This is an optimization exercise on Yosys and OpenROAD, whose aim is small area and a short achievable clock period, not a production implementation. At most, simulation tests tie the RTL to the original design; equivalence was not proved. For runs 2 and 3, only the layout was checked, not whether the RTL still works.

==> flow/design.v (outline; a module is shown in full before it is edited, if it fits) <==
// module wcopy: 7 lines
// module systolic_array: 1394 lines
module systolic_array #(
    parameter M           = 5,
    parameter N           = 3,
    parameter K           = 4,
    parameter DATA_WIDTH  = 32
) (
    input clk,
    input rst_n,
    input [DATA_WIDTH*M-1:0] X,
    input [DATA_WIDTH*K-1:0] W,
    output reg [DATA_WIDTH*M*K-1:0] Y,
    output done
);
  // ...
==> flow/flow/run.sh <==
#!/bin/bash
# The standard layout with two changes:
#  - input and output ports are buffered with plain buffers (buf_1) instead
#    of the delay cells buffer_ports picks by default;
#  - after the standard synthesis, fa_polarity.py complements some full
#    adders (a full adder is self-dual) so that fewer inverters are needed
#    between them; registers and all other cells are unchanged.
set -euo pipefail
export BUFFER_PORTS_ARGS="-buffer_cell sky130_fd_sc_hd__buf_1"
RES=orfs/results/${FLOW_PLATFORM}/systolic_array/base
bash standard.sh synth > make_synth.log 2>&1
python3 flow/fa_polarity.py $RES/1_2_yosys.v $RES/1_2_yosys.pol.v > fa_polarity.log 2>&1
cp $RES/1_2_yosys.v 1_2_yosys.standard.v
mv $RES/1_2_yosys.pol.v $RES/1_2_yosys.v
rm -f $RES/1_synth.odb $RES/1_synth.sdc
bash standard.sh > make_layout.log 2>&1
==> flow/flow/fa_polarity.py <==
#!/usr/bin/env python3
"""Remove inverters around full adders in a mapped netlist.

A full adder is self-dual: complementing its three inputs complements both
outputs.  This script chooses, for each sky130 fa cell, whether to use it in
complemented form so that as few inverters as possible are needed, removes
the netlist's inverters (inv/clkinv) and inserts one inverter per net that
still needs a complemented copy.  Registers, ports and every other cell are
left as they are; the netlist computes the same function.

usage: fa_polarity.py IN.v OUT.v
"""
import re, sys, random, collections

src = open(sys.argv[1]).read()
cell_re = re.compile(r'^(\s*)(sky130_fd_sc_hd__\w+)\s+(\S+)\s*\((.*?)\);\s*$', re.S | re.M)
pin_re = re.compile(r'\.(\w+)\(([^()]*)\)')
OUTPINS = {'X', 'Y', 'Q', 'Q_N', 'SUM', 'COUT', 'HI', 'LO'}

m = re.search(r'^\s*module\s+(\w+)\s*\(([^)]*)\);', src, re.M)
ports = set(p.strip() for p in m.group(2).split(','))
def is_port_net(n):
    base = n.split('[')[0].strip()
    return base in ports

cells = []   # [typ, name, pins(dict pin->net), span]
for mm in cell_re.finditer(src):
    typ = mm.group(2).split('__')[1]
    pins = {p: n.strip() for p, n in pin_re.findall(mm.group(4))}
    cells.append([typ, mm.group(3), pins, mm.span()])

def is_inv(t): return re.match(r'(clk)?inv_\d+$', t) is not None
def is_fa(t): return re.match(r'fa_\d+$', t) is not None

drv = {}
for i, (t, n, pins, _) in enumerate(cells):
    for p, net in pins.items():
        if p in OUTPINS:
            drv[net] = i
# inverters we may remove: those whose output is not a port
removable = set()
for i, (t, n, pins, _) in enumerate(cells):
    if is_inv(t) and not is_port_net(pins['Y']):
        removable.add(i)

def source(net):
    par = 0
    seen = 0
    while net in drv and drv[net] in removable:
        par ^= 1
        net = cells[drv[net]][2]['A']
        seen += 1
        assert seen < 100
    return net, par

# every input pin of a kept cell: (cell, pin, source net, parity)
uses = []
for i, (t, n, pins, _) in enumerate(cells):
    if i in removable:
        continue
    for p, net in pins.items():
        if p in OUTPINS:
            continue
        if not (net.startswith('_') or net.startswith('\\') or re.match(r'[A-Za-z]', net)):
            continue  # constants
        s, par = source(net)
        uses.append((i, p, s, par))

fas = [i for i, c in enumerate(cells) if is_fa(c[0])]
flip = collections.defaultdict(int)
bysrc = collections.defaultdict(list)
for u in uses:
    bysrc[u[2]].append(u)

def netcost(s):
    d = drv.get(s)
    fd = flip[d] if d is not None else 0
    need1 = any(par ^ fd ^ flip[i] for (i, p, _, par) in bysrc[s])
    return 1 if need1 else 0

famnets = collections.defaultdict(set)
for s, us in bysrc.items():
    d = drv.get(s)
    if d is not None and is_fa(cells[d][0]):
        famnets[d].add(s)
    for (i, p, _, par) in us:
        if is_fa(cells[i][0]):
            famnets[i].add(s)

def total():
    return sum(netcost(s) for s in bysrc)

before = total()
rng = random.Random(1)
best = before
order = list(fas)
for rnd in range(40):
    rng.shuffle(order)
    changed = False
    for f in order:
        nets = famnets[f]
        b = sum(netcost(s) for s in nets)
        flip[f] ^= 1
        a = sum(netcost(s) for s in nets)
        if a < b or (a == b and rng.random() < 0.3):
            changed = changed or a < b
        else:
            flip[f] ^= 1
    cur = total()
    if cur < best:
        best = cur
        bestflip = dict(flip)
    if rnd > 10 and not changed:
        break
if best < before:
    flip = collections.defaultdict(int, bestflip)
else:
    flip = collections.defaultdict(int)
after = total()

# rewrite
newinv = {}
newwires = []
def inverted(s):
    if s not in newinv:
        k = len(newinv)
        w = f"_polinv{k}_"
        newinv[s] = w
        newwires.append(w)
    return newinv[s]

out_cells = {}
for i, (t, n, pins, span) in enumerate(cells):
    if i in removable:
        out_cells[i] = None
        continue
    np = dict(pins)
    for p, net in pins.items():
        if p in OUTPINS:
            continue
    out_cells[i] = np
for (i, p, s, par) in uses:
    d = drv.get(s)
    fd = flip[d] if d is not None else 0
    need = par ^ fd ^ flip[i]
    out_cells[i][p] = inverted(s) if need else s

def esc(v):
    return v + " " if v.startswith("\\") else v

def fmt(t, n, pins, indent):
    body = ",\n".join(f"{indent}  .{p}({esc(v)})" for p, v in pins.items())
    return f"{indent}sky130_fd_sc_hd__{t} {n} (\n{body}\n{indent});"

pieces = []
last = 0
for i, (t, n, pins, span) in enumerate(cells):
    pieces.append(src[last:span[0]])
    last = span[1]
    if out_cells[i] is None:
        continue
    # keep original formatting of the instance, only pin values change
    indent = re.match(r'\s*', src[span[0]:span[1]]).group(0).lstrip('\n')
    pieces.append("\n" + fmt(t, n, out_cells[i], indent if indent else "  "))
pieces.append(src[last:])
text = "".join(pieces)
# declarations and new inverters
decl = "".join(f"  wire {w};\n" for w in newwires)
insts = "".join(f"  sky130_fd_sc_hd__inv_1 _polinvc{k}_ (\n    .A({esc(s)}),\n    .Y({w})\n  );\n"
                for k, (s, w) in enumerate(newinv.items()))
pos = text.rfind("endmodule")
text = text[:pos] + insts + text[pos:]
# wires right after the module's port list declarations: before first cell
first = cell_re.search(text).start()
text = text[:first] + "\n" + decl + text[first:]
open(sys.argv[2], "w").write(text)
print(f"fa_polarity: {len(fas)} full adders, {sum(flip.values())} complemented; "
      f"inverters {len(removable)} removable -> {len(newinv)} inserted (cost before flips {before})",
      file=sys.stderr)
==> flow/standard.sh <==
#!/bin/bash
# synth_recipe.tcl (not shown) runs the flow's synth.tcl, then flattens the netlist and writes it again
# the make line also repeats each setting of config.mk as NAME=value (left out here)
make -C /OpenROAD-flow-scripts/flow DESIGN_CONFIG=/design/flow/config.mk WORK_HOME=/design/flow/orfs CLKGATE_MAP_FILE= SYNTH_SCRIPT=/design/flow/synth_recipe.tcl "${@:-finish}"
==> flow/config.mk <==
export PLATFORM = sky130hd
export DESIGN_NAME = systolic_array
export DESIGN_NICKNAME = systolic_array
export VERILOG_FILES = /design/flow/design.v
export SDC_FILE = /design/flow/constraint.sdc
export NUM_CORES = 8
export LEC_CHECK = 0
export ABC_AREA = 1
export CAP_MARGIN = 20
export CORE_MARGIN = 2
export CORE_UTILIZATION = 55
export CTS_CLUSTER_DIAMETER = 120
export CTS_CLUSTER_SIZE = 24
export PLACE_DENSITY = 0.65
export SETUP_SLACK_MARGIN = 5
export SLEW_MARGIN = 20
export SYNTH_HIERARCHICAL = 1
export TNS_END_PERCENT = 50
==> flow/constraint.sdc <==
create_clock -name core_clock -period 8.5 [get_ports {clk}]
set_input_delay 1.7000 -clock core_clock [delete_from_list [all_inputs] [get_ports {clk}]]
set_output_delay 1.7000 -clock core_clock [all_outputs]
set_load 0.01 [all_outputs]
==> results.rst, run 1 <==
.. list-table::
   :header-rows: 1

   * - Metric
     - Value
   * - Uppermost routed layer
     - met5
   * - Count of flip-flops and latches
     - 2207
   * - Pre-CTS setup slack
     - 3.77 ns
   * - Detailed route wirelength on metal2
     - 204000 microns
   * - Fraction of area in clock buffers and inverters
     - 0.0223
   * - Synth Instances
     - 12600
   * - Global-route usage over all layers
     - 0.380
   * - Diode insertion count for antenna repair
     - 47
   * - Kind of cell adding the most delay to the critical path
     - adder cells
   * - Share of cells above drive strength 1
     - 0.0807
   * - Status
     - finished clean
   * - TritonCTS sink count
     - 2207
   * - Launch point of the worst path
     - row[0].etwo[3]
   * - TritonCTS clock tree
     - built
   * - Top flop regs
     - Y (640), wq (288)
   * - Minimum setup slack among reg-to-reg paths
     - 4.98 ns
   * - Worst endpoint data arrival time
     - 4.20 ns
   * - Placed instance area
     - 130000 sq um
   * - Startpoint type of the worst setup path
     - flip-flop
   * - Hold_buf cts
     - 0
   * - Reg2Reg Depth
     - 7
   * - Number of multi-input logic gates
     - 8019
   * - Via count of the first global-routing pass
     - 97100
   * - Non-clock buffer count in the final layout
     - 1419
   * - Clock latency at the later pin of the worst-skew pair
     - 0.86 ns
   * - Vias per inst
     - 5.84
   * - Global routing usage on met2
     - 0.607
==> inputs of run 2 (changes only) <==
--- a/flow/design.v
+++ b/flow/design.v
@@ -80,33 +80,39 @@
         for (k = 0; k < 16; k = k + 1) begin
             b2 = x[2*k+1];
             b1 = x[2*k];
             b0 = (k == 0) ? 1'b0 : x[(k == 0) ? 0 : 2*k-1];
             btwo[k] = (b2 & ~b1 & ~b0) | (~b2 & b1 & b0);
         end
     end
 endfunction
+wire [31:0] wsh [0:2];
+genvar c;
+generate
+    for (c = 0; c < 3; c = c + 1) begin : wcp
+        wcopy wc (.clk(clk), .d(wq0_d), .q(wsh[c]));
+    end
+endgenerate
 genvar i;
 generate
     for (i = 0; i < M; i = i + 1) begin : row
         reg [31:0] xr0;
         wire [31:0] xr1 = Y[32*(4*i+2) +: 32];
         wire [31:0] xr2 = Y[32*(4*i+3) +: 32];
         reg [15:0] eone, etwo;       
         wire [31:0] xr0_d = ldany ? X[32*i +: 32] : xr1;
         always @(posedge clk) begin
             xr0 <= xr0_d;
             eone <= bone(xr0_d);
             etwo <= btwo(xr0_d);
         end
         wire [31:0] sum;
         wire [31:0] x = xr0;
-        wire [31:0] w;
-        wcopy wc (.clk(clk), .d(wq0_d), .q(w));
+        wire [31:0] w = wsh[i * 3 / 5];
         wire uclr = clr[i];
         reg [31:0] acc;        
         wire [31:0] accm = uclr ? 32'd0 : acc;
         wire one0 = eone[0];
         wire two0 = etwo[0];
         wire neg0 = x[1];
         wire one1 = eone[1];
         wire two1 = etwo[1];
--- a/flow/config.mk
+++ b/flow/config.mk
@@ -10,9 +10,8 @@
 export CORE_MARGIN = 2
 export CORE_UTILIZATION = 55
 export CTS_CLUSTER_DIAMETER = 120
 export CTS_CLUSTER_SIZE = 24
 export PLACE_DENSITY = 0.65
 export SETUP_SLACK_MARGIN = 5
 export SLEW_MARGIN = 20
 export SYNTH_HIERARCHICAL = 1
-export TNS_END_PERCENT = 50
==> run 2 against run 1 <==
Against the previous run: wire length up 4.3%; critical path type unchanged; core utilization up 0.079 points; die area down 0.79%; global-route usage up 2.1 points; clock skew up 0.037 ns; sequential share of layout area down 0.58 points; first-iteration DRC count up 7.5%; synthesized area down 0.79%.
==> results.rst, run 2 <==
.. list-table::
   :header-rows: 1

   * - Metric
     - Value
   * - Leading cell type in the layout, fill and taps excluded
     - nand2_1 (unchanged)
   * - Deepest level of the CTS H-tree
     - 3 (unchanged)
   * - Critical path buffer and inverter count
     - 3 (was 2)
   * - End of the worst register-to-register path
     - row[0].etwo[2] (was row[0].ra_22_3)
   * - Minimum period implied by the final worst setup slack
     - 3.55 ns (was 3.52 ns)
   * - Mapped Avg Cell Area
     - 9.89 sq um (was 9.87 sq um)
   * - Number of maximum-capacitance constraint violations
     - 0 (unchanged)
   * - Status
     - finished clean (unchanged)
   * - Pin count of the biggest net entering global routing
     - 193 (was 162)
   * - Clock latency at the later pin of the worst-skew pair
     - 0.90 ns (was 0.86 ns)
   * - Die H
     - 477 microns (was 479 microns)
   * - Number of CTS-inserted buffers
     - 100 (was 103)
   * - Tightest Pin Transition
     - 1.20 ns (about the same)
   * - Terminating pin of the worst hold path
     - wq[5][1] (was wq[2][12])
   * - IO Pins
     - 931 (unchanged)
   * - Width of the die
     - 477 microns (was 479 microns)
   * - Worst Skew
     - 0.110 ns (was 0.0729 ns)
   * - Top flop regs
     - Y (640), wq (288), row.acc (160) (was Y (640), wq (288))
   * - Leading cell types in the layout, fill and taps excluded
     - 2117 x nand2_1, 1438 x inv_1, 1423 x dfxtp_1, 1404 x xor2_1, 1217 x o22ai_1 (was 2147 x nand2_1, 1528 x inv_1, 1521 x dfxtp_1, 1412 x xor2_1, 1215 x o22ai_1)
   * - RSZ-0062 raised after global routing
     - true (unchanged)
   * - Root cell of the clock tree
     - clkbuf_16 (unchanged)
   * - Worst endpoint data arrival time
     - 4.25 ns (was 4.20 ns)
   * - R2r startpoint
     - ld[2] (was row[0].etwo[3])
   * - Synth Instances
     - 12400 (was 12600)
   * - Hold/Removal Path Class
     - reg2reg (unchanged)
   * - Minimum setup slack among reg-to-reg paths
     - 4.95 ns (was 4.98 ns)
   * - Crit. path cell count
     - 8 (was 7)
   * - Routed Antenna Nets
     - 0 (unchanged)
   * - Required time at the worst-slack endpoint
     - 9.20 ns (was 9.17 ns)
   * - Total detailed-routing wirelength
     - 464000 microns (was 445000 microns)
   * - Placed instance area
     - 129000 sq um (was 130000 sq um)
   * - Total count of max-transition violations in the final report
     - 0 (unchanged)
   * - Clock buffer depth
     - 3 (unchanged)
   * - Die Footprint
     - 228000 sq um (was 229000 sq um)
   * - Critical Path End Type
     - flip-flop (unchanged)
   * - Kind of cell adding the most delay to the critical path
     - buffers and inverters (was adder cells)
   * - Global-route wire length before repair
     - 667000 microns (was 644000 microns)
   * - Startpoint type of the worst setup path
     - flip-flop (unchanged)
   * - Number of flip-flops under the largest register name
     - 640 (unchanged)
   * - Part of the cycle the worst path needs
     - 0.418 (was 0.414)
   * - Worst max-slew margin expressed relative to the limit
     - 0.193 (was 0.195)
   * - Starting Density
     - 0.554 (was 0.553)
   * - Max Fanout on Critical Path
     - 85 (was 12)
   * - Overflow after GRT
     - 0 (unchanged)
   * - Post-DP HPWL
     - 331000 microns (was 317000 microns)
   * - Final setup violation count
     - 0 (unchanged)
   * - Share of cells above drive strength 1
     - 0.0891 (was 0.0807)
   * - Via count of the first global-routing pass
     - 96700 (was 97100)
   * - Hold_buf cts
     - 0 (unchanged)
   * - CP Cell Sequence
     - buf_6, nor2_4, nand2_8, buf_12, o21ai_2, inv_1, nand3_1, nand2_1 (was clkinvlp_2, o22ai_1, xor2_1, fa_1, inv_1, fa_1, fa_1)
   * - GR peak layer
     - met2 (unchanged)
   * - Cell area after synthesis
     - 123000 sq um (was 124000 sq um)
   * - Hold path startpoint
     - wq[6][1] (was wq[3][12])
   * - Routability-driven placement congestion ratio
     - 0.970 (was 0.973)
   * - Core Box Area
     - 222000 sq um (was 224000 sq um)
   * - Layout overhead on the synthesized area
     - 11.1% (was 11.2%)
   * - Number of cells on the worst hold path
     - 0 (unchanged)
   * - Routed len/inst
     - 28.2 microns (was 26.8 microns)
   * - Largest incremental delay on the critical path
     - 0.73 ns (was 0.76 ns)
   * - Detailed-route via count
     - 97200 (was 96800)
   * - Worst Path Class, Setup
     - reg2reg (unchanged)
   * - Initial DRT Pass Iterations
     - 6 (was 8)
   * - Clk slew on worst S/H paths
     - 0.10 ns (about the same)
   * - GR met1 Demand/Resource
     - 0.520 (was 0.479)
   * - TritonCTS clock tree
     - built (unchanged)
   * - Top reg by flops
     - Y (unchanged)
   * - Final design area excluding fillers
     - 137000 sq um (was 138000 sq um)
   * - Number of remaining DRC errors
     - 0 (unchanged)
   * - Post-synthesis net count
     - 14200 (was 14300)
   * - I/O Buffers
     - 930 (unchanged)
   * - Net total in the final layout
     - 15100 (was 15200)
   * - Post-route non-filler standard cell count
     - 16400 (was 16600)
   * - Max Fclk
     - 282 MHz (was 284 MHz)
   * - Final TNS setup
     - 0 ns (unchanged)
   * - Placed cell count
     - 15900 (was 16000)
   * - Warning count from the yosys run
     - 10 (was 9)
   * - Final-report hold violation count
     - 0 (unchanged)
   * - Global routing usage on met2
     - 0.621 (was 0.607)
   * - Reg2Reg Depth
     - 8 (was 7)
   * - Number of DRC markers in iteration 0
     - 10800 (was 10100)
   * - Slowest library cell on the worst path
     - o21ai_2 (was clkinvlp_2)
   * - TritonCTS sink count
     - 2143 (was 2207)
   * - Cell row count
     - 173 (was 174)
   * - GR Util met3
     - 0.0852 (was 0.0818)
   * - Antenna violations before repair
     - 42 (was 69)
   * - Vias per inst
     - 5.92 (was 5.84)
   * - Global-route usage over all layers
     - 0.400 (was 0.380)
## run 2: cell types whose count changed in the layout (fill, tap and decap cells not counted), sizes merged, moves of 8 or more
cell / before / now
a21oi: 121 / 103
inv: 1549 / 1455
diode: 47 / 29
dfxtp: 1553 / 1489
a21o: 5 / 20
nand3: 516 / 507
nand3b: 18 / 42
nor2: 316 / 324
and2: 72 / 87
buf: 1415 / 1443
nand2: 2182 / 2139
## run 2: worst max path at each step
stage	startpoint	endpoint	slack, ns
after floorplan	wy[3]	Y[100]	5.09
after global placement	clr[0]	row[0].ra_29_3	4.26
after detailed placement	clr[0]	row[0].ra_29_3	4.25
after CTS	row[1].xr0[1]	row[1].ra_28_3	4.94
after global routing	row[0].ra_9_0	Y[113]	4.94
final	ld[2]	row[0].etwo[2]	4.95
## run 2: final cells by class
cell class              instances  area (sq um)
diodes                         29          72.6
clock buffers                 171          2810
clock inverters                 9           233
fillers                     18900         85500
inverters                    1587          6500
multi-input cells            8010         65800
flip-flops and latches       2143         49500
well taps                    2975          3720
repair buffers               1448          7960
repair inverters               38           211
## run 2: timing repair
action / 4_1_cts / 5_1_grt
resized for setup: 221 / 241
endpoints found under the hold margin: 0 / 0
endpoints found under the setup margin: 406 / 300
pin swaps: 10 / 20
gates cloned: 35 / 8
setup buffers: 206 / 96
## run 2: per-stage QoR
| stage | util | hold slack, ns | setup slack [ns] |
|---|---|---|---|
| CTS | 0.607 | 0.273 | 4.94 |
| global placement | 0.581 | 0.310 | 4.26 |
| global route | 0.615 | 0.280 | 4.94 |
| finish | 0.615 | 0.270 | 4.95 |
| floorplan | - | 0.310 | 5.09 |
| detailed placement | 0.581 | 0.312 | 4.25 |
## run 2: per-layer routing
metal	vias up	share of wire
met5	-	0.00037
met4	24	0.068
met1	48200	0.38
met3	1277	0.10
met2	5828	0.45
li1	41900	-
==> inputs of run 3 (changes only) <==
--- a/flow/config.mk
+++ b/flow/config.mk
@@ -9,8 +9,8 @@
 export CAP_MARGIN = 20
 export CORE_MARGIN = 2
 export CORE_UTILIZATION = 55
-export CTS_CLUSTER_DIAMETER = 120
-export CTS_CLUSTER_SIZE = 24
+export CTS_CLUSTER_DIAMETER = 150
+export CTS_CLUSTER_SIZE = 20
 export PLACE_DENSITY = 0.65
 export SETUP_SLACK_MARGIN = 5
 export SLEW_MARGIN = 20
==> run 3 against run 2 <==
Against the previous run: clock skew decreased by 0.012 ns; final cell count up 0.15%; core utilization up 0.19 points; critical path type unchanged.
==> results.rst, run 3 <==
.. list-table::
   :header-rows: 1

   * - Metric
     - Value
   * - Kind of cell adding the most delay to the critical path
     - adder cells (was buffers and inverters)
   * - Warning count from the yosys run
     - 10 (unchanged)
   * - Total count of max-transition violations in the final report
     - 0 (unchanged)
   * - TritonCTS sink count
     - 2143 (unchanged)
   * - Width of the die
     - 477 microns (unchanged)
   * - Cell row count
     - 173 (unchanged)
   * - Via count of the first global-routing pass
     - 97100 (was 96700)
   * - Share of cells above drive strength 1
     - 0.0887 (was 0.0891)
   * - Synth Instances
     - 12400 (unchanged)
   * - Total detailed-routing wirelength
     - 464000 microns (about the same)
   * - Worst max-slew margin expressed relative to the limit
     - 0.153 (was 0.193)
   * - Global-route usage over all layers
     - 0.400 (about the same)
   * - Status
     - finished clean (unchanged)
   * - Hold/Removal Path Class
     - reg2reg (unchanged)
   * - Hold_buf cts
     - 0 (unchanged)
   * - Net total in the final layout
     - 15100 (about the same)
   * - Overflow after GRT
     - 0 (unchanged)
   * - Top reg by flops
     - Y (unchanged)
   * - Worst hold-check slack
     - 0.293 ns (was 0.270 ns)
   * - Detailed-route via count
     - 97200 (about the same)
   * - Root cell of the clock tree
     - clkbuf_16 (unchanged)
   * - Most used cell, CP
     - fa_1
   * - Die Footprint
     - 228000 sq um (unchanged)
   * - Number of remaining DRC errors
     - 0 (unchanged)
   * - Largest incremental delay on the critical path
     - 0.56 ns (was 0.73 ns)
   * - Fill cell instance count of the final layout
     - 18900 (about the same)
   * - Final TNS setup
     - 0 ns (unchanged)
   * - Core Box Area
     - 222000 sq um (unchanged)
   * - Slowest library cell on the worst path
     - dfxtp_1 (was o21ai_2)
   * - Required time at the worst-slack endpoint
     - 9.18 ns (was 9.20 ns)
   * - Leading cell types in the layout, fill and taps excluded
     - 2117 x nand2_1, 1442 x inv_1, 1428 x dfxtp_1, 1411 x xor2_1, 1215 x o22ai_1 (was 2117 x nand2_1, 1438 x inv_1, 1423 x dfxtp_1, 1404 x xor2_1, 1217 x o22ai_1)
   * - Area used by sequential logic in the layout
     - 49500 sq um (about the same)
   * - Mapped Avg Cell Area
     - 9.89 sq um (unchanged)
   * - Die H
     - 477 microns (unchanged)
   * - Number of CTS-inserted buffers
     - 117 (was 100)
   * - Clock latency at the later pin of the worst-skew pair
     - 0.89 ns (was 0.90 ns)
   * - Final-report hold violation count
     - 0 (unchanged)
   * - Number of flip-flops under the largest register name
     - 640 (unchanged)
   * - Routed Antenna Nets
     - 0 (unchanged)
   * - Post-route non-filler standard cell count
     - 16400 (about the same)
   * - Area occupied by multi-input gates
     - 65800 sq um (about the same)
   * - Layout overhead on the synthesized area
     - 11.5% (was 11.1%)
   * - Clock buffer depth
     - 3 (unchanged)
   * - Post-synthesis net count
     - 14200 (unchanged)
   * - Deepest level of the CTS H-tree
     - 3 (unchanged)
   * - Critical Path End Type
     - flip-flop (unchanged)
   * - Top flop regs
     - Y (640), wq (288), row.acc (160) (unchanged)
   * - Worst Skew
     - 0.0981 ns (was 0.110 ns)
   * - Critical path buffer and inverter count
     - 3 (unchanged)
   * - Number of DRC markers in iteration 0
     - 10900 (was 10800)
   * - Worst endpoint data arrival time
     - 4.22 ns (was 4.25 ns)
   * - Minimum period implied by the final worst setup slack
     - 3.54 ns (was 3.55 ns)
   * - Part of the cycle the worst path needs
     - 0.417 (was 0.418)
   * - Pin count of the biggest net entering global routing
     - 193 (unchanged)
   * - Starting Density
     - 0.554 (unchanged)
   * - CP Cell Sequence
     - clkinvlp_4, buf_4, o22ai_1, xor2_1, fa_1, fa_1, inv_1, fa_1, fa_1 (was buf_6, nor2_4, nand2_8, buf_12, o21ai_2, inv_1, nand3_1, nand2_1)
   * - Routability-driven placement congestion ratio
     - 0.970 (unchanged)
   * - Worst Path Class, Setup
     - reg2reg (unchanged)
   * - I/O Buffers
     - 930 (unchanged)
   * - Tightest Pin Transition
     - 1.26 ns (was 1.20 ns)
   * - Cell area after synthesis
     - 123000 sq um (unchanged)
   * - RSZ-0062 raised after global routing
     - true (unchanged)
   * - Post-DP HPWL
     - 331000 microns (unchanged)
   * - Final setup violation count
     - 0 (unchanged)
   * - Global-route wire length before repair
     - 667000 microns (about the same)
   * - Number of maximum-capacitance constraint violations
     - 0 (unchanged)
   * - Vias per inst
     - 5.91 (was 5.92)
   * - IO Pins
     - 931 (unchanged)
   * - Max Fanout on Critical Path
     - 13 (was 85)
   * - Max Fclk
     - 282 MHz (about the same)
   * - Antenna violations before repair
     - 41 (was 42)
   * - TritonCTS clock tree
     - built (unchanged)
   * - Initial DRT Pass Iterations
     - 8 (was 6)
   * - Startpoint type of the worst setup path
     - flip-flop (unchanged)
   * - Clk slew on worst S/H paths
     - 0.09 ns (was 0.10 ns)
   * - Leading cell type in the layout, fill and taps excluded
     - nand2_1 (unchanged)
   * - Placed cell count
     - 15900 (unchanged)
   * - Routed len/inst
     - 28.2 microns (about the same)
## run 3: worst reg2reg max path, cell delays in order, from the launching register on
cell and delay [ns]:
dfxtp_1 0.56, clkinvlp_4 0.14, buf_4 0.21, o22ai_1 0.22
xor2_1 0.21, fa_1 0.49, fa_1 0.55, inv_1 0.06
fa_1 0.56, fa_1 0.42
## run 3: path summary, 6_finish.rpt
| kind | depth (start not counted) | slack (ns) | from | endpoint |
|---|---|---|---|---|
| max in group asynchronous | 1 | 6.94 | rst_n | wy[2] |
| worst max-delay path | 9 | 4.96 | row[1].eone[7] | row[1].ra_30_3 |
| worst max register to register | 9 | 4.96 | row[1].eone[7] | row[1].ra_30_3 |
| worst min register to register | 0 | 0.29 | wq[6][1] | wq[5][1] |
| min in group asynchronous | 1 | 0.91 | rst_n | cnt[1] |
| worst min-delay path | 0 | 0.29 | wq[6][1] | wq[5][1] |
## run 3: stage by stage
stage | setup slack, ns | utilization | cell area (sq um)
after floorplan | 5.09 | - | 123000
after global placement | 4.26 | 0.581 | 129000
after detailed placement | 4.25 | 0.581 | 129000
after CTS | 4.90 | 0.609 | 135000
after global routing | 4.90 | 0.617 | 137000
final | 4.96 | 0.617 | 137000
## run 3: layout make-up
class,count,share of cell area
multi-input cells,8010,0.480
flip-flops and latches,2143,0.361
repair buffers,1446,0.0579
inverters,1587,0.0473
well taps,2975,0.0271
clock buffers,198,0.0236
clock inverters,9,0.00160
repair inverters,36,0.00145
diodes,30,0.000547
## run 3: metal layers
metal	up-vias	wire, microns	GRT usage
met1	48200	177000	0.519
met3	1275	45800	0.0854
li1	42000	-	-
met4	30	32100	0.228
met2	5673	209000	0.624
met5	-	201	0
## run 3: timing repair
item,in CTS,in global routing
pin swaps,10,28
resized for setup,219,229
endpoints found under the setup margin,406,240
setup buffers,200,100
gates cloned,33,8

[afterwards: timing with drivers on the ports]
No port has a modelled driver above. Below, the same layouts with a new extraction and two added sets of constraints.
Step 1: set_driving_cell puts a clkbuf_16 on clk and a buf_2 on each other input, an assumption about the parent block.
Step 2 adds t to the input delays and takes it off the output delays; t is the mean of the earliest and latest rising clock arrival at the registers after step 1. Input paths then give back, and output paths get back, about the clock's delay inside the block.
Slacks: no drivers / after step 1 / after step 2; pairs: no drivers / after step 1.
run	shift t [ns]	setup WS [ns]	hold WS [ns]	worst setup path at the end	worst data-port slew with drivers (ns)
run 1	0.918	4.977 / 4.977 / 4.977	0.313 / 0.313 / 0.313	register to register	0.25
run 2	0.955	4.950 / 4.926 / 4.950	0.270 / 0.270 / 0.270	register to register	0.13
run 3	0.952	4.958 / 4.893 / 4.958	0.293 / 0.293 / 0.293	register to register	0.13
After both steps setup and hold are still met in every run listed.
